Background: an optimization exercise with open tools, aiming at small area, a short achievable clock period and few clock cycles. Do not read the settings as production practice. RTL that was checked went through simulation tests only; none was proved equivalent to the original. For run 5, only the layout was checked, not whether the RTL still works. Power is estimated from default activity; no workload was simulated.

==> design.v <==
module FSM_controller(clk, reset, s, w, start);
    input clk, reset, s;
    output w, start;
    reg w;
    always @(posedge clk) w <= ~reset;
    assign start = s & ~reset;
endmodule
module ALU(clk, p, g, ci, wc, cmp, sum, out, Z, N, V);
    input clk;
    input [15:0] p, g;
    input ci, wc, cmp;
    output [15:0] sum, out;
    output Z, N, V;
    wire [16:0] g0 = {g, ci};
    wire [16:0] p0 = {p, 1'b0};
    wire [16:0] g1, p1, g2, p2, g3, p3, g4, p4;
    genvar i;
    generate
        for (i = 0; i < 17; i = i + 1) begin : l1
            if (i >= 1) begin : c
                assign g1[i] = g0[i] | (p0[i] & g0[i-1]);
                assign p1[i] = p0[i] & p0[i-1];
            end else begin : n
                assign g1[i] = g0[i];
                assign p1[i] = p0[i];
            end
        end
        for (i = 0; i < 17; i = i + 1) begin : l2
            if (i >= 2) begin : c
                assign g2[i] = g1[i] | (p1[i] & g1[i-2]);
                assign p2[i] = p1[i] & p1[i-2];
            end else begin : n
                assign g2[i] = g1[i];
                assign p2[i] = p1[i];
            end
        end
        for (i = 0; i < 17; i = i + 1) begin : l3
            if (i >= 4) begin : c
                assign g3[i] = g2[i] | (p2[i] & g2[i-4]);
                assign p3[i] = p2[i] & p2[i-4];
            end else begin : n
                assign g3[i] = g2[i];
                assign p3[i] = p2[i];
            end
        end
        for (i = 0; i < 17; i = i + 1) begin : l4
            if (i >= 8) begin : c
                assign g4[i] = g3[i] | (p3[i] & g3[i-8]);
                assign p4[i] = p3[i] & p3[i-8];
            end else begin : n
                assign g4[i] = g3[i];
                assign p4[i] = p3[i];
            end
        end
    endgenerate
    wire [15:0] c = g4[15:0];
    assign sum = p ^ c;
    reg [15:0] creg;
    reg [2:0] freg;
    assign out = wc ? sum : creg;
    assign {Z, N, V} = cmp ? {&p, sum[15], sum[15] ^ sum[7]} : freg;
    always @(posedge clk) begin
        creg <= out;
        freg <= {Z, N, V};
    end
endmodule
module shifter (in, shift, sout);
    input [15:0] in;
    input [1:0] shift;
    output [15:0] sout;
    reg [15:0] sout;
    always @(*) begin
        case (shift)
            2'b00: sout = in;                   
            2'b01: sout = {in[14:0], 1'b0};     
            2'b10: sout = {1'b0, in[15:1]};     
            default: sout = {in[15], in[15:1]};  
        endcase
    end
endmodule
module regfile(clk, we, wa, wd, ra, rb, a, b);
    input clk, we;
    input [2:0] wa, ra, rb;
    input [15:0] wd;
    output [15:0] a, b;
    reg [15:0] r [0:7];
    integer k;
    always @(posedge clk)
        for (k = 0; k < 8; k = k + 1)
            if (we && wa == k) r[k] <= wd;
    wire hit_a = we && (wa == ra);
    wire hit_b = we && (wa == rb);
    assign a = hit_a ? wd : r[ra];
    assign b = hit_b ? wd : r[rb];
endmodule
module instruction_decoder(ins, start, wr, wc, cmp, ci, fn, rd, rn, rm, sh);
    input [15:0] ins;
    input start;
    output wr, wc, cmp, ci;
    output [3:0] fn;
    output [2:0] rd, rn, rm;
    output [1:0] sh;
    wire [2:0] opcode = ins[15:13];
    wire [1:0] op = ins[12:11];
    wire movi = (opcode == 3'b110) && (op == 2'b10);
    wire movr = (opcode == 3'b110) && (op == 2'b00);
    wire alu  = (opcode == 3'b101);
    wire iscmp = alu && (op == 2'b01);
    assign wr  = start & (movi | movr | (alu & ~iscmp));
    assign wc  = start & (movr | (alu & ~iscmp));
    assign cmp = start & iscmp;
    assign ci  = iscmp;
    assign fn[0] = (opcode == 3'b110) && (op == 2'b10);
    assign fn[1] = (opcode != 3'b110) && (op[1] == 1'b0);   
    assign fn[2] = (opcode != 3'b110) && (op == 2'b10);     
    assign fn[3] = (opcode != 3'b110) && (op[0] == 1'b1);   
    assign rn = ins[10:8];
    assign rd = movi ? ins[10:8] : ins[7:5];
    assign rm = ins[2:0];
    assign sh = ins[4:3];
endmodule
module datapath(a, b, imm, fn, p, g);
    input [15:0] a, b;
    input [7:0] imm;
    input [3:0] fn;
    output [15:0] p, g;
    wire [15:0] bx = b ^ {16{fn[3]}};
    wire [15:0] ax = a & {16{fn[1]}};
    wire [15:0] sx = {{8{imm[7]}}, imm};
    assign g = ax & bx;
    assign p = fn[0] ? sx : fn[2] ? (a & b) : (ax ^ bx);
endmodule
module cpu(clk, reset, s, load, in, out, N, V, Z, w);
    input clk, reset, s, load;
    input [15:0] in;
    output [15:0] out;
    output N, V, Z, w;
    reg [15:0] ir;
    always @(posedge clk) if (load) ir <= in;
    wire [15:0] ins = load ? in : ir;
    FSM_controller ctl(.clk(clk), .reset(reset), .s(s), .w(w), .start(start));
    wire start;
    wire wr1, wc1, cmp1, ci1;
    wire [2:0] rd1, rn, rm;
    wire [1:0] sh;
    wire [3:0] fn1;
    instruction_decoder dec(.ins(ins), .start(start), .wr(wr1), .wc(wc1), .cmp(cmp1),
                            .ci(ci1), .fn(fn1), .rd(rd1), .rn(rn), .rm(rm), .sh(sh));
    reg [15:0] p2, g2;
    reg ci2, wr2, wc2, cmp2;
    reg [2:0] rd2;
    wire [15:0] res2;
    wire [15:0] a, braw, b;
    regfile rf(.clk(clk), .we(wr2), .wa(rd2), .wd(res2), .ra(rn), .rb(rm), .a(a), .b(braw));
    shifter shf(.in(braw), .shift(sh), .sout(b));
    wire [15:0] p1, g1;
    datapath dp(.a(a), .b(b), .imm(ins[7:0]), .fn(fn1), .p(p1), .g(g1));
    always @(posedge clk) begin
        p2 <= p1;
        g2 <= g1;
        ci2 <= ci1;
        wr2 <= wr1;
        wc2 <= wc1;
        cmp2 <= cmp1;
        rd2 <= rd1;
    end
    ALU alu(.clk(clk), .p(p2), .g(g2), .ci(ci2), .wc(wc2), .cmp(cmp2),
            .sum(res2), .out(out), .Z(Z), .N(N), .V(V));
endmodule
==> run.sh <==
#!/bin/bash
# synth_recipe.tcl (not shown) runs the flow's synth.tcl, then flattens the netlist and writes it again
# the make line also repeats each setting of config.mk as NAME=value (left out here)
make -C /OpenROAD-flow-scripts/flow DESIGN_CONFIG=/design/flow/config.mk WORK_HOME=/design/flow/orfs CLKGATE_MAP_FILE= SYNTH_SCRIPT=/design/flow/synth_recipe.tcl finish
==> config.mk <==
export PLATFORM = sky130hd
export DESIGN_NAME = cpu
export DESIGN_NICKNAME = cpu
export VERILOG_FILES = /design/flow/design.v
export SDC_FILE = /design/flow/constraint.sdc
export NUM_CORES = 4
export LEC_CHECK = 0
export CAP_MARGIN = 20
export CORE_MARGIN = 2
export CORE_UTILIZATION = 40
export SETUP_SLACK_MARGIN = 2.5
export SLEW_MARGIN = 20
==> constraint.sdc <==
create_clock -name core_clock -period 5.5 [get_ports {clk}]
set_input_delay 1.1000 -clock core_clock [delete_from_list [all_inputs] [get_ports {clk}]]
set_output_delay 1.1000 -clock core_clock [all_outputs]
set_load 0.01 [all_outputs]
==> results of run 1 <==
## metal layers
metal	part of all wire	routed length (um)	up-vias	global-route usage
met1	0.41	15600	4823	0.354
met2	0.46	17700	608	0.409
met5	0.00031	12	-	0
li1	-	-	4309	-
met3	0.10	3940	96	0.0534
met4	0.030	1160	2	0.0757
## critical path, stage by stage (launching register included)
cell and delay, ns:
dfxtp_4 0.37, ha_4 0.16, o211ai_1 0.22, buf_4 0.17
a21oi_4 0.05, buf_6 0.15, nor3_4 0.18, buf_6 0.13
nor3_4 0.05, nor3_4 0.17, buf_6 0.15, xnor2_2 0.06
mux2_4 0.27, buf_6 0.12
## power groups by stage
| stage | Sequential, mW | Clock [mW] | Combinational [mW] |
|---|---|---|---|
| 2_1_floorplan | 2.09 | 0 | 1.14 |
| 3_3_place_gp | 2.17 | 0 | 1.73 |
| 3_5_place_dp | 2.17 | 0 | 1.74 |
| 4_1_cts | 2.16 | 1.52 | 2.35 |
| 5_1_grt | 2.20 | 1.59 | 2.87 |
| 6_report | 2.18 | 1.51 | 2.72 |
## flip-flops by register name, indices dropped and copies added, names as in the netlist
register  flops
alu.creg     16
alu.freg      3
ci2           1
cmp2          1
ctl.w         1
g2           15
ir           16
p2           16
rd2           3
rf.r        128
wc2           1
wr2           1
## cell usage in the layout (no fill, tap or decap), types with 7 or more instances in the layout
cell type / instances
a21oi_2: 17
dfxtp_1: 56
nand2_1: 147
ha_2: 12
nor2_4: 11
a21oi_4: 7
dfxtp_4: 12
o21ai_0: 21
a31oi_1: 17
nand3_1: 40
nor3_1: 19
buf_6: 51
a311oi_1: 8
and2_1: 11
nor2_1: 53
a21oi_1: 55
nor2_2: 11
mux2i_4: 9
clkdlybuf4s50_1: 13
mux2_4: 13
inv_1: 17
mux2_2: 17
edfxtp_1: 128
mux2i_1: 26
o21ai_1: 19
and3_1: 7
o211ai_1: 9
mux4_2: 7
buf_12: 14
clkbuf_16: 24
buf_4: 148
xnor2_1: 12
nand2_2: 8
## stage by stage
stage / util / setup slack, ns / power, mW / hold slack [ns]
after CTS: 0.549 / 1.73 / 6.03 / 0.472
after global routing: 0.589 / 1.57 / 6.66 / 0.490
final: 0.589 / 1.64 / 6.40 / 0.468
after global placement: 0.444 / 0.934 / 3.90 / 0.455
after floorplan: - / 1.84 / 3.24 / 0.439
after detailed placement: 0.444 / 0.858 / 3.91 / 0.455
## what timing repair did
action | CTS | global route
resized for setup | 310 | 137
setup buffers | 116 | 51
gates cloned | 8 | 2
hold endpoints to repair | 0 | 0
pin swaps | 80 | 85
endpoints found under the setup margin | 54 | 50
## cell type report
| class | count | area (um^2) | area share |
|---|---|---|---|
| tap | 335 | 419 | 0.0274 |
| timing repair buffer | 252 | 2490 | 0.163 |
| inverter | 26 | 160 | 0.0105 |
| timing repair inverter | 1 | 11.3 | 0.000735 |
| sequential | 202 | 5380 | 0.351 |
| clock inverter | 9 | 104 | 0.00678 |
| multi-input combinational | 751 | 6120 | 0.400 |
| clock buffer | 31 | 628 | 0.0410 |
## worst max path at each step
| stage | start | end | slack [ns] |
|---|---|---|---|
| 2_1_floorplan | load | p2[10] | 1.84 |
| 3_3_place_gp | load | p2[2] | 0.93 |
| 3_5_place_dp | load | p2[10] | 0.86 |
| 4_1_cts | p2[0] | V | 1.73 |
| 5_1_grt | p2[0] | V | 1.57 |
| 6_report | p2[0] | V | 1.64 |
## logic make-up after synthesis
kind of cell    count (synthesis)
simple gates                  360
flops                         202
buf+inv                        91
fa+ha+maj                      16
xor+xnor                       31
compound gates                269
mux                            74
==> results.toml, run 1 <==
[place]
placed_cell_area_um2 = 11500
dp.cells = 1390
globalplace.congestion = 0.895
hpwl_um = 22600
port_buffers = 39

[setup_path]
critPathArrivalTime_ns = 2.76
r2r-start = "p2[0]"
worst-path-max-fanout = 4
end_kind = "primary output"
r2r_slack_ns = 2.15
path_class = "register to primary output"
critPathLaunchType = "register"
required_ns = 4.40
rr_endpoint = "p2[12]"
rr_worst_depth = 17

[yosys]
seq_area_frac_synth = 0.505
post_synth_num_cell_types = 78
post-synth-top-count-cell = "nand2_1"
syn_area_um2 = 10500
yosysTopAreaCellShare = 0.364
async_flop_share = 0
synth_area_leaders = "edfxtp_1 36%, dfxtp_1 14%, nand2_1 5.6%"
synth-simple-area-share = 0.157
synth_compound_area_frac = 0.170
yosys-mux-area-fraction = 0.0880
syn_nets = 1079
synth_top_family_by_area = "compound AO/OA/AOI/OAI gates"
synth-main-ff-cell = "edfxtp_1"
yosysTopAreaCell = "edfxtp_1"
synthAdderAreaFrac = 0.0190
yosys_warnings = 6
synth-xor-area-share = 0.0257
syn_inst = 1043
synth_edf_count = 128
synth-seq-cells = 202
syn_avg_cell_area_um2 = 10.1
synth_commonest_cells = "158 x nand2_1, 128 x edfxtp_1, 79 x a21oi_1, 75 x nor2_1, 74 x dfxtp_1"

[die]
core_um2 = 26000
die_h_um = 166
num_io_pins = 40
dieArea_um2 = 27700
chipWidth_um = 166
rows = 59
start_util = 0.406

[pwr]
power_leakage_nw = 5.80
p_int_mw = 4.15
seqPwrFrac = 0.340
peakVddDrop_v = 0.000416
power_density_nw_per_um2 = 418
pwr-share-comb = 0.424
pwr-share-clk = 0.235
switching_share = 0.352
switchingPower_mw = 2.26

[finish]
nNetsFinal = 1292
design_area_um2 = 15300
drive_gt1_frac = 0.403
antenna_cells = 0
nFillCells = 2071
fin_cells = 1607
area_growth_pct = 45.2

[cts]
h-tree-depth = 1
cts_buffers = 22
clk_pin_slew_ns = 0.06
clockBufferDepth = 3
cts_root_buf = "clkbuf_16"
cts_hold_buffers = 0
clock_latency_ns = 0.52
clock-sinks = 202
cts_tree = "done"

[timing]
hold_violations = 0
maxSlewViolCount = 0
worstMarginPinSlew_ns = 1.08
period_needed_ns = 3.86
setup_viol = 0
relSlewSlack = 0.275
tns_ns = 0
timing.final.crit_share = 0.701
fmax_mhz = 259
skew_ns = 0.0185
rsz0062_at_grt = "true"

[hold_path]
hold_end = "alu.creg[5]"
worst_hold_startpoint = "alu.creg[5]"
min_path_type = "register to register"
whs_path_depth = 1

[run_status]
status = "complete, no violations"

[global_routing]
grt_pass1_vias = 9197
grt_start_max_net_pins = 34
antenna_found_initial = 1
track_usage = 0.257
overflow = 0
grt_pass1_wl_um = 55300

[drt]
drt-initial-drc-count = 1213
vias = 9838
viasPerCell = 6.12
detail-route-antenna-nets = 0
routed_wirelength_um = 38500
routedWlPerCell_um = 23.9
first_pass_iters = 7
drc = 0

[job]
cap_violations = 0
Testbench counts, summed over its fixed seeds: cycles 6,000.
==> run 2: changes to the inputs <==
--- a/config.mk
+++ b/config.mk
@@ -8,5 +8,5 @@
 export CAP_MARGIN = 20
 export CORE_MARGIN = 2
 export CORE_UTILIZATION = 40
-export SETUP_SLACK_MARGIN = 2.5
+export SETUP_SLACK_MARGIN = 1.5
 export SLEW_MARGIN = 20
==> run 2 against run 1 <==
Still clean. Worst hold slack gained 0.0012 ns. Routed wire length shrank 13%. Power shrank 12%. Combinational power shrank 28%. Sequential share of layout area grew 6.9 points. Clock skew shrank 0.010 ns. Critical endpoint is now out[13]. Highest routed layer is now met4.
==> results.toml, run 2 <==
[timing]
setup_viol = 0
tns_ns = 0
worstMarginPinSlew_ns = 1.04
period_needed_ns = 3.99
timing.final.crit_share = 0.726
maxSlewViolCount = 0
rsz0062_at_grt = "true"
fmax_mhz = 250
fin_ws_ns = 1.51
hold_violations = 0
relSlewSlack = 0.304
skew_ns = 0.00805

[yosys]
synth-main-ff-cell = "edfxtp_1"
syn_avg_cell_area_um2 = 10.1
yosysTopAreaCell = "edfxtp_1"
syn_area_um2 = 10500
synth_edf_count = 128
synth_area_leaders = "edfxtp_1 36%, dfxtp_1 14%, nand2_1 5.6%"
synth-seq-cells = 202
yosysTopAreaCellShare = 0.364
seq_area_frac_synth = 0.505
post_synth_num_cell_types = 78
async_flop_share = 0
yosys_warnings = 6
synth_commonest_cells = "158 x nand2_1, 128 x edfxtp_1, 79 x a21oi_1, 75 x nor2_1, 74 x dfxtp_1"
syn_nets = 1079
post-synth-top-count-cell = "nand2_1"
syn_inst = 1043

[drt]
routedWlPerCell_um = 22.8
drt-initial-drc-count = 1256
routed_wirelength_um = 33500
viasPerCell = 6.06
vias = 8897
detail-route-antenna-nets = 0
first_pass_iters = 5
drc = 0

[finish]
regMostFlops = "rf.r"
drive_gt1_frac = 0.186
antenna_cells = 0
largest_reg_flops = 128
mostFrequentLayoutCells = "157 x nand2_1, 128 x edfxtp_1, 72 x nor2_1, 72 x buf_4, 71 x a21oi_1"
fin_cells = 1469
final_core_util = 0.489
nFillCells = 2406
mostFrequentLayoutCell = "nand2_1"
nNetsFinal = 1154
area_growth_pct = 20.4
design_area_um2 = 12700

[die]
num_io_pins = 40
die_h_um = 166
core_um2 = 26000
rows = 59
chipWidth_um = 166
dieArea_um2 = 27700
start_util = 0.406

[setup_path]
r2r_slack_ns = 2.17
r2r-start = "p2[0]"
rr_worst_depth = 14
path_class = "register to primary output"
end_kind = "primary output"
critPathLaunchType = "register"
crit_path_end = "out[13]"
required_ns = 4.40
cp-startpoint = "p2[0]"
rr_endpoint = "p2[6]"
critPathArrivalTime_ns = 2.89
worst-path-max-fanout = 4

[global_routing]
track_usage = 0.237
grt_pass1_wl_um = 51200
grt_pass1_vias = 8432
antenna_found_initial = 0
overflow = 0
grt_start_max_net_pins = 48

[pwr]
power_density_nw_per_um2 = 444
seqPwrFrac = 0.382
peakVddDrop_v = 0.000301
pwr-share-clk = 0.271
p_int_mw = 3.70
power_leakage_nw = 4.68
switching_share = 0.344
switchingPower_mw = 1.94
pwr-share-comb = 0.348

[cts]
cts_tree = "done"
clockBufferDepth = 3
clock_latency_ns = 0.51
cts_buffers = 22
cts_root_buf = "clkbuf_16"
h-tree-depth = 1
clock-sinks = 202
clk_pin_slew_ns = 0.06

[place]
globalplace.congestion = 0.911
hpwl_um = 23100
dp.cells = 1397
dpl_worst_slack_ns = 0.912
port_buffers = 39
placed_cell_area_um2 = 11500

[run_status]
status = "complete, no violations"

[job]
cap_violations = 0

[hold_path]
min_path_type = "register to register"
[run 2: changes by cell type in the layout (fill, tap and decap cells not counted), moves of 13 or more]
| cell | delta |
|---|---|
| o21ai_0 | +15 |
| buf_4 | -76 |
| a21oi_1 | +16 |
| buf_6 | -48 |
| nor2_1 | +19 |
| clkdlybuf4s50_1 | +19 |
| mux2_4 | -13 |
| dfxtp_1 | +14 |
| a21oi_2 | -13 |
| buf_12 | -13 |
[run 2: area by class of cell]
class                   count  area (um^2)  area share
multi-input cells         750         5090       0.401
inverters                  26          111     0.00877
well taps                 335          419      0.0330
clock inverters             4         45.0     0.00355
repair buffers            116          997      0.0785
clock buffers              36          699      0.0551
flip-flops and latches    202         5330       0.420
[run 2: stage by stage]
stage	hold slack (ns)	total power, mW
detailed placement	0.460	3.88
CTS	0.476	5.53
floorplan	0.439	3.16
global route	0.484	5.90
finish	0.469	5.64
global placement	0.456	3.86
[run 2: worst min-delay path by stage]
stage / startpoint / endpoint / depth (start not counted)
after floorplan: ir[5] / ir[5] / 2
after global placement: alu.creg[9] / alu.creg[9] / 1
after detailed placement: alu.creg[1] / alu.creg[1] / 1
after CTS: alu.creg[8] / alu.creg[8] / 1
after global routing: alu.creg[8] / alu.creg[8] / 1
final: alu.creg[8] / alu.creg[8] / 1
[run 2: cell families after synthesis]
family | synth area share
AND/OR/NAND/NOR | 0.157
buffers and inverters | 0.0362
adder cells (fa/ha/maj) | 0.0190
AO/OA/AOI/OAI | 0.170
flip-flops | 0.505
multiplexers | 0.0880
XOR/XNOR | 0.0257
[run 2: critical path: stages (launching register included)]
cell and delay, ns:
dfxtp_4 0.37, ha_2 0.18, o211ai_1 0.10, buf_4 0.18
a21oi_4 0.21, o2111ai_1 0.21, a21oi_2 0.24, xnor2_2 0.12
a21oi_1 0.20, clkdlybuf4s50_1 0.57
[run 2: metal layers]
layer / global-route usage / vias to the layer above / part of all wire
met3: 0.0327 / 58 / 0.083
met1: 0.345 / 4360 / 0.43
met4: 0.0678 / 0 / 0.027
met2: 0.370 / 444 / 0.46
met5: 0 / - / 0
li1: - / 4035 / -
[run 2: power by group through the flow]
stage               sequential (mW)  clock, mW  combinational, mW
detailed placement             2.16          0               1.72
CTS                            2.14       1.55               1.84
finish                         2.15       1.53               1.96
global route                   2.17       1.61               2.11
floorplan                      2.09          0               1.08
global placement               2.16          0               1.71
[run 2: repair_timing]
item | CTS | global route
resized for setup | 30 | 44
pin swaps | 9 | 9
cloned | 0 | 0
setup endpoints to repair | 14 | 25
hold buffers | 0 | 0
setup buffers | 11 | 21
==> run 3: changes to the inputs <==
--- a/config.mk
+++ b/config.mk
@@ -8,5 +8,4 @@
 export CAP_MARGIN = 20
 export CORE_MARGIN = 2
 export CORE_UTILIZATION = 40
-export SETUP_SLACK_MARGIN = 1.5
 export SLEW_MARGIN = 20
==> run 3 against run 2 <==
Clock power about the same. Count of clock-buffer cells in the layout is the same. Still clean on timing, DRC and antenna. Worst setup slack worse by 0.69 ns. Register-to-register slack got worse by 0.28 ns. Synthesized cell count unchanged. Largest power group unchanged. Core utilization is 1.9 points lower.
==> results.toml, run 3 <==
[drt]
routedWlPerCell_um = 22.9
first_pass_iters = 6
drc = 0
vias = 8678
viasPerCell = 6.04
detail-route-antenna-nets = 0
routed_wirelength_um = 32900
drt-initial-drc-count = 1182

[setup_path]
critPathLaunchType = "register"
r2r_slack_ns = 1.89
crit_path_end = "out[14]"
rr_worst_depth = 12
r2r-start = "p2[5]"
end_kind = "primary output"
path_class = "register to primary output"
critPathArrivalTime_ns = 3.59
worst-path-max-fanout = 7
required_ns = 4.40
rr_endpoint = "p2[13]"
cp-startpoint = "p2[5]"

[finish]
mostFrequentLayoutCells = "158 x nand2_1, 128 x edfxtp_1, 79 x a21oi_1"
nNetsFinal = 1122
largest_reg_flops = 128
nFillCells = 2429
mostFrequentLayoutCell = "nand2_1"
regMostFlops = "rf.r"
multiInputGateArea_um2 = 4890
area_growth_pct = 15.6
drive_gt1_frac = 0.131
antenna_cells = 0
regArea_um2 = 5330

[yosys]
yosysTopAreaCell = "edfxtp_1"
async_flop_share = 0
syn_area_um2 = 10500
synth_area_leaders = "edfxtp_1 36%, dfxtp_1 14%, nand2_1 5.6%"
synth_commonest_cells = "158 x nand2_1, 128 x edfxtp_1, 79 x a21oi_1, 75 x nor2_1, 74 x dfxtp_1"
syn_nets = 1079
yosys-mux-area-fraction = 0.0880
yosysTopAreaCellShare = 0.364
yosys_warnings = 6
post-synth-top-count-cell = "nand2_1"
synthAdderAreaFrac = 0.0190
synth-seq-cells = 202
syn_inst = 1043
post_synth_num_cell_types = 78
synth_top_family_by_area = "compound AO/OA/AOI/OAI gates"
syn_avg_cell_area_um2 = 10.1
synth-xor-area-share = 0.0257
synth_edf_count = 128
synth-simple-area-share = 0.157
synth_compound_area_frac = 0.170
seq_area_frac_synth = 0.505
synth-main-ff-cell = "edfxtp_1"

[die]
dieArea_um2 = 27700
core_um2 = 26000
num_io_pins = 40
die_h_um = 166
rows = 59
chipWidth_um = 166
start_util = 0.406

[global_routing]
antenna_found_initial = 0
overflow = 0
grt_start_max_net_pins = 48
track_usage = 0.236
grt_pass1_vias = 8367
grt_pass1_wl_um = 50800

[cts]
cts_root_buf = "clkbuf_16"
clock_latency_ns = 0.52
cts_tree = "done"
cts_hold_buffers = 0
clock-sinks = 202
h-tree-depth = 1
clk_pin_slew_ns = 0.06
clockBufferDepth = 3
cts_buffers = 22
postCtsSetupBuffers = 0
ctsResizeCount = 0

[timing]
skew_ns = 0.00983
hold_slack_ns = 0.469
worstMarginPinSlew_ns = 0.996
fmax_mhz = 213
maxSlewViolCount = 0
timing.final.crit_share = 0.852
relSlewSlack = 0.335
hold_violations = 0
setup_viol = 0
period_needed_ns = 4.69
tns_ns = 0
rsz0062_at_grt = "false"

[job]
cap_violations = 0

[run_status]
status = "complete, no violations"

[place]
port_buffers = 39
globalplace.congestion = 0.911
hpwl_um = 23100

[hold_path]
min_path_type = "register to register"

[pwr]
power_density_nw_per_um2 = 443
power_leakage_nw = 4.46
peakVddDrop_v = 0.000307
[run 3: worst min path at each step]
stage | start | endpoint | cells past startpoint
floorplan | ir[5] | ir[5] | 2
global placement | alu.creg[9] | alu.creg[9] | 1
detailed placement | alu.creg[1] | alu.creg[1] | 1
CTS | alu.creg[8] | alu.creg[8] | 1
global route | alu.creg[8] | alu.creg[8] | 1
finish | alu.creg[8] | alu.creg[8] | 1
[run 3: routing by layer]
metal  share of wire  GRT usage  wire [um]
met1            0.43      0.340      14200
met2            0.45      0.369      14900
met5               0          0          0
met3           0.087     0.0350       2860
met4           0.029     0.0682        954
[run 3: power by group]
| group | total (mW) | switching, mW | internal, mW |
|---|---|---|---|
| clock | 1.53 | 0.614 | 0.916 |
| combinational | 1.74 | 1.08 | 0.654 |
| sequential | 2.14 | 0.153 | 1.98 |
| total | 5.40 | 1.85 | 3.55 |
[run 3: cells by family (layout without fill, tap and decap cells)]
| logic type | after synthesis | after routing |
|---|---|---|
| AOI/OAI and AO/OA | 269 | 269 |
| buffers and inverters | 91 | 150 |
| muxes | 74 | 74 |
| xor gates and xnor gates | 31 | 31 |
| and+or+nand+nor | 360 | 360 |
| adders and majority gates | 16 | 16 |
| DFF | 202 | 202 |
[run 3: critical path, cell delays in order, from the launching register on]
cell and delay [ns]:
dfxtp_1 0.37, a21oi_1 0.31, a21oi_1 0.26, a2111oi_2 0.62, nor3_1 0.20, nor3_1 0.49, mux2_2 0.27, clkdlybuf4s50_1 0.54
[run 3: cell type report]
cell class / count / area share
clock buffers: 36 / 0.0574
clock inverters: 4 / 0.00369
inverters: 26 / 0.00800
multi-input cells: 750 / 0.401
flip-flops and latches: 202 / 0.437
well taps: 335 / 0.0344
repair buffers: 84 / 0.0593
[run 3: stage by stage]
step           total power [mW]  area [um^2]  std cells  setup slack [ns]  utilization
3_5_place_dp               3.88        11500       1397             0.912        0.441
6_report                   5.40        12200       1437             0.812        0.469
4_1_cts                    5.41        12200       1437             0.865        0.469
5_1_grt                    5.66        12200       1437             0.692        0.469
3_3_place_gp               3.86        11500       1397             0.931        0.441
2_1_floorplan              3.16        10500       1043              1.73            -
==> run 4: changes to the inputs <==
==> flow/run.sh (new file) <==
#!/bin/bash
# Standard synthesis, then the standard layout with port buffers of a
# stronger cell and sizing not held to each cell's footprint.
set -euo pipefail
bash standard.sh synth > synth.log 2>&1
bash standard.sh MATCH_CELL_FOOTPRINT=0 'BUFFER_PORTS_ARGS=-buffer_cell sky130_fd_sc_hd__buf_4' finish > layout.log 2>&1
==> standard.sh (new file) <==
#!/bin/bash
# synth_recipe.tcl (not shown) runs the flow's synth.tcl, then flattens the netlist and writes it again
# the make line also repeats each setting of config.mk as NAME=value (left out here)
make -C /OpenROAD-flow-scripts/flow DESIGN_CONFIG=/design/flow/config.mk WORK_HOME=/design/flow/orfs CLKGATE_MAP_FILE= SYNTH_SCRIPT=/design/flow/synth_recipe.tcl "${@:-finish}"
--- a/config.mk
+++ b/config.mk
@@ -8,4 +8,5 @@
 export CAP_MARGIN = 20
 export CORE_MARGIN = 2
 export CORE_UTILIZATION = 40
+export SETUP_SLACK_MARGIN = 1.5
 export SLEW_MARGIN = 20
removed: run.sh
==> run 4 against run 3 <==
Critical path type unchanged. Highest routed layer unchanged. Critical path depth up 2. Final cell count is 0.21% higher. Still clean on timing, DRC and antenna. Worst hold slack improved by 0.0030 ns.
==> results.toml, run 4 <==
[run_status]
status = "complete, no violations"

[finish]
area_growth_pct = 17.2
final_core_util = 0.476
design_area_um2 = 12400
regMostFlops = "rf.r"
mostFrequentLayoutCells = "157 x nand2_1, 128 x edfxtp_1, 76 x a21oi_1"
largest_reg_flops = 128
mostFrequentLayoutCell = "nand2_1"
drive_gt1_frac = 0.187
fin_cells = 1440
nNetsFinal = 1122

[cts]
clk_pin_slew_ns = 0.06
clock_latency_ns = 0.52
cts_buffers = 24
cts_tree = "done"
clock-sinks = 202
cts_root_buf = "clkbuf_16"
h-tree-depth = 1
clockBufferDepth = 3

[drt]
wl_met1_um = 14100
routed.top_layer = "met4"
detail-route-antenna-nets = 0
routed-wl-met2_um = 15000
drc = 0
wl_met3_um = 2690
first_pass_iters = 5
drt-initial-drc-count = 1033
viasPerCell = 6.05
routedWlPerCell_um = 22.9
routed_wirelength_um = 33000
vias = 8717

[yosys]
syn_area_um2 = 10500
synth_area_leaders = "edfxtp_1 36%, dfxtp_1 14%, nand2_1 5.6%"
yosys_warnings = 6
async_flop_share = 0
post_synth_num_cell_types = 78
yosysTopAreaCellShare = 0.364
yosysTopAreaCell = "edfxtp_1"
syn_avg_cell_area_um2 = 10.1
syn_inst = 1043
synth-seq-cells = 202
synth-main-ff-cell = "edfxtp_1"
syn_nets = 1079
synth_edf_count = 128
post-synth-top-count-cell = "nand2_1"
seq_area_frac_synth = 0.505
synth_commonest_cells = "158 x nand2_1, 128 x edfxtp_1, 79 x a21oi_1, 75 x nor2_1, 74 x dfxtp_1"

[place]
placed_cell_area_um2 = 11300
dpl_worst_slack_ns = 0.963
hpwl_um = 22400
dp.cells = 1385
port_buffers = 39
globalplace.congestion = 0.893

[global_routing]
antenna_found_initial = 0
grt_pass1_vias = 8317
grt_pass1_wl_um = 50000
grt_start_max_net_pins = 41
overflow = 0
track_usage = 0.233

[die]
start_util = 0.406
die_h_um = 166
rows = 59
chipWidth_um = 166
num_io_pins = 40
dieArea_um2 = 27700
core_um2 = 26000

[timing]
rsz0062_at_grt = "true"
fmax_mhz = 253
maxSlewViolCount = 0
tns_ns = 0
fin_ws_ns = 1.55
timing.final.crit_share = 0.718
hold_violations = 0
relSlewSlack = 0.291
hold_slack_ns = 0.472
skew_ns = 0.0166
setup_viol = 0
period_needed_ns = 3.95
worstMarginPinSlew_ns = 1.06

[setup_path]
critPathLaunchType = "register"
crit_path_end = "out[14]"
end_kind = "primary output"
crit_path_max_incr_delay_ns = 0.49
critPathArrivalTime_ns = 2.85
path_class = "register to primary output"
required_ns = 4.40
worst-path-max-fanout = 10
cp.depth = 9
r2r_slack_ns = 2.13
cp-startpoint = "p2[5]"
path_cells = "a21oi_2 -> o211ai_1 -> buf_4 -> a2111oi_4 -> nor3_2 -> nor3_2 -> buf_4 -> mux2_2 -> buf_4"
rr_worst_depth = 11
rr_endpoint = "p2[10]"
critPathBufInv = 3
crit_family = "compound AO/OA/AOI/OAI gates"
cpMaxStageDelayCell = "a2111oi_4"
crit_path_frequent_cell = "buf_4"
r2r-start = "g2[3]"

[job]
cap_violations = 0

[pwr]
peakVddDrop_v = 0.000335
power_leakage_nw = 4.57
total_power_mw = 5.65
power_density_nw_per_um2 = 457

[hold_path]
min_path_type = "register to register"
run 4: cell families (layout without fill, tap and decap cells):
logic type,count (synthesis),after routing,share of synthesized area
adders and majority gates,16,16,0.0190
muxes,74,74,0.0880
AOI/OAI and AO/OA,269,269,0.170
xor gates and xnor gates,31,31,0.0257
buffers and inverters,91,152,0.0362
other,0,1,0
DFF,202,202,0.505
and+or+nand+nor,360,360,0.157
run 4: final cells by class:
type	instances	area [um^2]
antenna	1	2.50
clock buffer	26	629
clock inverter	18	240
fill	2427	13600
inverter	26	101
multi-input combinational	750	5000
sequential	202	5330
tap	335	419
timing repair buffer	82	647
run 4: worst min path at each step:
stage / cells past startpoint / startpoint / slack, ns / end
final: 1 / alu.creg[8] / 0.47 / alu.creg[8]
after floorplan: 2 / ir[5] / 0.44 / ir[5]
after global placement: 1 / alu.creg[8] / 0.46 / alu.creg[8]
after detailed placement: 1 / alu.creg[2] / 0.46 / alu.creg[2]
after global routing: 1 / alu.creg[8] / 0.48 / alu.creg[8]
after CTS: 1 / alu.creg[2] / 0.48 / alu.creg[2]
run 4: timing repair:
| action | CTS | global route |
|---|---|---|
| pin swaps | 3 | 6 |
| hold buffers | 0 | 0 |
| resized for setup | 8 | 23 |
| endpoints found under the hold margin | 0 | 0 |
| buffers inserted | 6 | 3 |
| setup endpoints to repair | 10 | 26 |
run 4: layer usage:
metal  vias up  global-route usage
met5         -                   0
met4         0              0.0862
met2       424               0.373
met3        89              0.0439
met1      4227               0.317
li1       3977                   -
run 4: power by group:
| group | switching [mW] | internal [mW] | leakage (nW) |
|---|---|---|---|
| logic | 1.11 | 0.654 | 2.38 |
| registers | 0.157 | 1.98 | 1.77 |
| clock network | 0.640 | 1.10 | 0.417 |
| total | 1.91 | 3.74 | 4.57 |
==> run 5: changes to the inputs <==
--- a/design.v
+++ b/design.v
@@ -1,9 +1,12 @@
-module FSM_controller(clk, reset, s, w, start);
-    input clk, reset, s;
-    output w, start;
-    reg w;
-    always @(posedge clk) w <= ~reset;
-    assign start = s & ~reset;
+module FSM_controller(clk, reset, s, load, w, rep, start);
+    input clk, reset, s, load;
+    output w, rep, start;
+    reg w, rep;
+    always @(posedge clk) begin
+        w <= ~reset & ~(s & ~load);
+        rep <= ~reset & s & ~load;
+    end
+    assign start = ~reset & ((s & load) | rep);
 endmodule
 module ALU(clk, p, g, ci, wc, cmp, sum, out, Z, N, V);
     input clk;
@@ -57,7 +60,9 @@
     assign sum = p ^ c;
     reg [15:0] creg;
     reg [2:0] freg;
-    assign out = wc ? sum : creg;
+    wire [15:0] o0 = wc ? p : creg;
+    wire [15:0] o1 = wc ? ~p : creg;
+    assign out = (o1 & c) | (o0 & ~c);
     assign {Z, N, V} = cmp ? {&p, sum[15], sum[15] ^ sum[7]} : freg;
     always @(posedge clk) begin
         creg <= out;
@@ -137,8 +142,9 @@
     output N, V, Z, w;
     reg [15:0] ir;
     always @(posedge clk) if (load) ir <= in;
-    wire [15:0] ins = load ? in : ir;
-    FSM_controller ctl(.clk(clk), .reset(reset), .s(s), .w(w), .start(start));
+    wire rep;
+    wire [15:0] ins = rep ? ir : in;
+    FSM_controller ctl(.clk(clk), .reset(reset), .s(s), .load(load), .w(w), .rep(rep), .start(start));
     wire start;
     wire wr1, wc1, cmp1, ci1;
     wire [2:0] rd1, rn, rm;
==> run.sh (new file) <==
#!/bin/bash
# synth_recipe.tcl (not shown) runs the flow's synth.tcl, then flattens the netlist and writes it again
# the make line also repeats each setting of config.mk as NAME=value (left out here)
make -C /OpenROAD-flow-scripts/flow DESIGN_CONFIG=/design/flow/config.mk WORK_HOME=/design/flow/orfs CLKGATE_MAP_FILE= SYNTH_SCRIPT=/design/flow/synth_recipe.tcl finish
removed: flow/run.sh
removed: standard.sh
==> run 5 against run 4 <==
Still clean. Clock skew rose by 0.023 ns. Synthesized cell count fell by 8.4%. Clock power fell by 12%. First-iteration DRC count fell by 1.1%. Via count fell by 4.4%. Count of clock-buffer cells in the layout rose by 2. Sequential power fell by 5%.
==> results.toml, run 5 <==
[finish]
largest_reg_flops = 128
nNetsFinal = 1075
mostFrequentLayoutCells = "144 x edfxtp_1, 116 x nand2_1, 84 x nor2_1"
regMostFlops = "rf.r"
regArea_um2 = 5520
nFillCells = 2361
area_growth_pct = 20.8
multiInputGateArea_um2 = 4990
drive_gt1_frac = 0.212
final_core_util = 0.490
mostFrequentLayoutCell = "edfxtp_1"
antenna_cells = 0

[cts]
clock_latency_ns = 0.54
cts_buffers = 22
clockBufferDepth = 3
clock-sinks = 203
clk_pin_slew_ns = 0.06
cts_root_buf = "clkbuf_16"
h-tree-depth = 1
cts_tree = "done"

[global_routing]
overflow = 0
track_usage = 0.216
antenna_found_initial = 1
grt_pass1_wl_um = 46400
grt_start_max_net_pins = 31
grt_pass1_vias = 7769

[drt]
drc = 0
detail-route-antenna-nets = 0
routedWlPerCell_um = 22.6
drt-initial-drc-count = 1022
wl_met3_um = 2930
wl_met1_um = 13300
viasPerCell = 6.00
first_pass_iters = 7
routed-wl-met2_um = 13900
routed_wirelength_um = 31400
routed.top_layer = "met5"
vias = 8330

[pwr]
pwr-share-clk = 0.305
peakVddDrop_v = 0.000263
switchingPower_mw = 1.58
power_density_nw_per_um2 = 395
p_int_mw = 3.44
switching_share = 0.315
seqPwrFrac = 0.406
pwr-share-comb = 0.289
power_leakage_nw = 4.56

[timing]
fmax_mhz = 253
maxSlewViolCount = 0
rsz0062_at_grt = "true"
relSlewSlack = 0.383
timing.final.crit_share = 0.718
setup_viol = 0
skew_ns = 0.0397
worstMarginPinSlew_ns = 0.923
fin_ws_ns = 1.55
tns_ns = 0
period_needed_ns = 3.95
hold_violations = 0

[yosys]
post_synth_num_cell_types = 75
synth_commonest_cells = "144 x edfxtp_1, 117 x nand2_1, 84 x nor2_1, 75 x a21oi_1, 59 x dfxtp_1"
synth-seq-cells = 203
syn_inst = 955
synth-main-ff-cell = "edfxtp_1"
post-synth-top-count-cell = "edfxtp_1"
yosysTopAreaCellShare = 0.411
seq_area_frac_synth = 0.523
syn_avg_cell_area_um2 = 11.0
syn_area_um2 = 10500
async_flop_share = 0
syn_nets = 991
synth_edf_count = 144
yosysTopAreaCell = "edfxtp_1"
yosys_warnings = 6
synth_area_leaders = "edfxtp_1 41%, dfxtp_1 11%, mux4_2 4.3%"

[die]
num_io_pins = 40
start_util = 0.405
die_h_um = 166
core_um2 = 26000
chipWidth_um = 166
rows = 59
dieArea_um2 = 27600

[setup_path]
critPathBufInv = 4
path_cells = "ha_4 -> o211ai_2 -> buf_4 -> a211oi_4 -> buf_6 -> nor4b_4 -> o21ai_2 -> xnor2_2 -> buf_4 -> mux2_2 -> dlygate4sd2_1"
end_kind = "primary output"
required_ns = 4.40
critPathArrivalTime_ns = 2.85
path_class = "register to primary output"
r2r_slack_ns = 1.84
crit_path_frequent_cell = "buf_4"
cpMaxStageDelayCell = "dfxtp_4"
crit_path_max_incr_delay_ns = 0.40
crit_family = "buffers and inverters"
worst-path-max-fanout = 5
critPathLaunchType = "register"

[place]
port_buffers = 39
globalplace.congestion = 0.906
hpwl_um = 21000
dpl_worst_slack_ns = 0.729

[run_status]
status = "complete, no violations"

[job]
cap_violations = 0

[hold_path]
min_path_type = "register to register"
run 5: changes by cell type after synthesis, sizes merged, moves of 7 or more:
cell,delta
nand2,-41
edfxtp,+16
dfxtp,-15
nand3,-14
mux4,+13
inv,-12
clkbuf,-11
a221oi,+10
nor2,+10
o22ai,-9
and2,-8
nor3,-7
run 5: cells by family (layout without fill, tap and decap cells):
group,Yosys count,in the layout,share of synthesized area
AND/OR/NAND/NOR,295,295,0.124
buffers and inverters,66,164,0.0320
XOR/XNOR,34,34,0.0283
AO/OA/AOI/OAI,259,259,0.164
adder cells (fa/ha/maj),16,16,0.0190
flip-flops,203,203,0.523
multiplexers,82,83,0.110
run 5: layer usage:
metal / vias to the layer above / GRT usage
li1: 3803 / -
met1: 4016 / 0.300
met2: 424 / 0.342
met3: 85 / 0.0462
met4: 2 / 0.0660
met5: - / 0
run 5: path summary, 6_finish.rpt:
path / startpoint / end / depth (start not counted)
setup / recovery: ci2 / out[13] / 11
hold / removal: alu.creg[11] / alu.creg[11] / 1
setup reg to reg: ci2 / p2[11] / 17
hold reg to reg: alu.creg[11] / alu.creg[11] / 1
run 5: power by group through the flow:
| stage | clock, mW | combinational (mW) | sequential, mW |
|---|---|---|---|
| after global placement | 0 | 1.24 | 2.05 |
| after global routing | 1.62 | 1.56 | 2.05 |
| after CTS | 1.55 | 1.33 | 2.02 |
| after floorplan | 0 | 0.747 | 2.01 |
| final | 1.53 | 1.45 | 2.04 |
| after detailed placement | 0 | 1.25 | 2.05 |
run 5: final cells by class:
| class | instances | share of cell area |
|---|---|---|
| multi-input cells | 687 | 0.392 |
| well taps | 335 | 0.0329 |
| repair buffers | 113 | 0.0774 |
| clock buffers | 28 | 0.0491 |
| flip-flops and latches | 203 | 0.434 |
| clock inverters | 11 | 0.0115 |
| inverters | 12 | 0.00354 |
run 5: repair_timing:
item,CTS,global route
buffers inserted,19,17
pin swaps,10,12
gates resized for setup,34,34
cloned,0,2
setup endpoints to repair,21,20
hold buffers,0,0
run 5: per-stage QoR:
stage	hold slack (ns)	instance area, um^2	total power, mW	std cells
final	0.468	12700	5.02	1389
after global routing	0.487	12700	5.23	1389
after CTS	0.470	12400	4.91	1370
after detailed placement	0.463	11400	3.30	1312
after global placement	0.456	11400	3.29	1312
after floorplan	0.491	10500	2.76	955

## separate check: timing with driven ports
Ports are ideal in the flow. The routed layouts listed here were re-timed in OpenROAD.
Step 1 sets driving cells, clkbuf_16 on the clock port and buf_2 on the other inputs (assumed; they add their load-dependent delay and slew).
Step 2 times the ports against the registers' clock, not the clock port: input delays grow and output delays shrink by t, the midpoint of the rising clock arrivals with the driver on.
Three values: no drivers, after step 1, after step 2; two values: the first two.
run	shift t [ns]	slack for setup (ns)	worst slew at a driven data input, ns
run 1	0.560	1.643 / 1.596 / 1.305	0.18
run 2	0.558	1.506 / 1.458 / 1.078	0.05
run 3	0.561	0.812 / 0.764 / 0.825	0.05
run 4	0.562	1.552 / 1.502 / 1.088	0.04
run 5	0.572	1.550 / 1.500 / 1.041	0.04
After both steps every run listed still meets setup and hold. For run 5, which loses most, drivers alone change the setup slack by -0.050 ns; drivers and shift together by -0.509 ns.
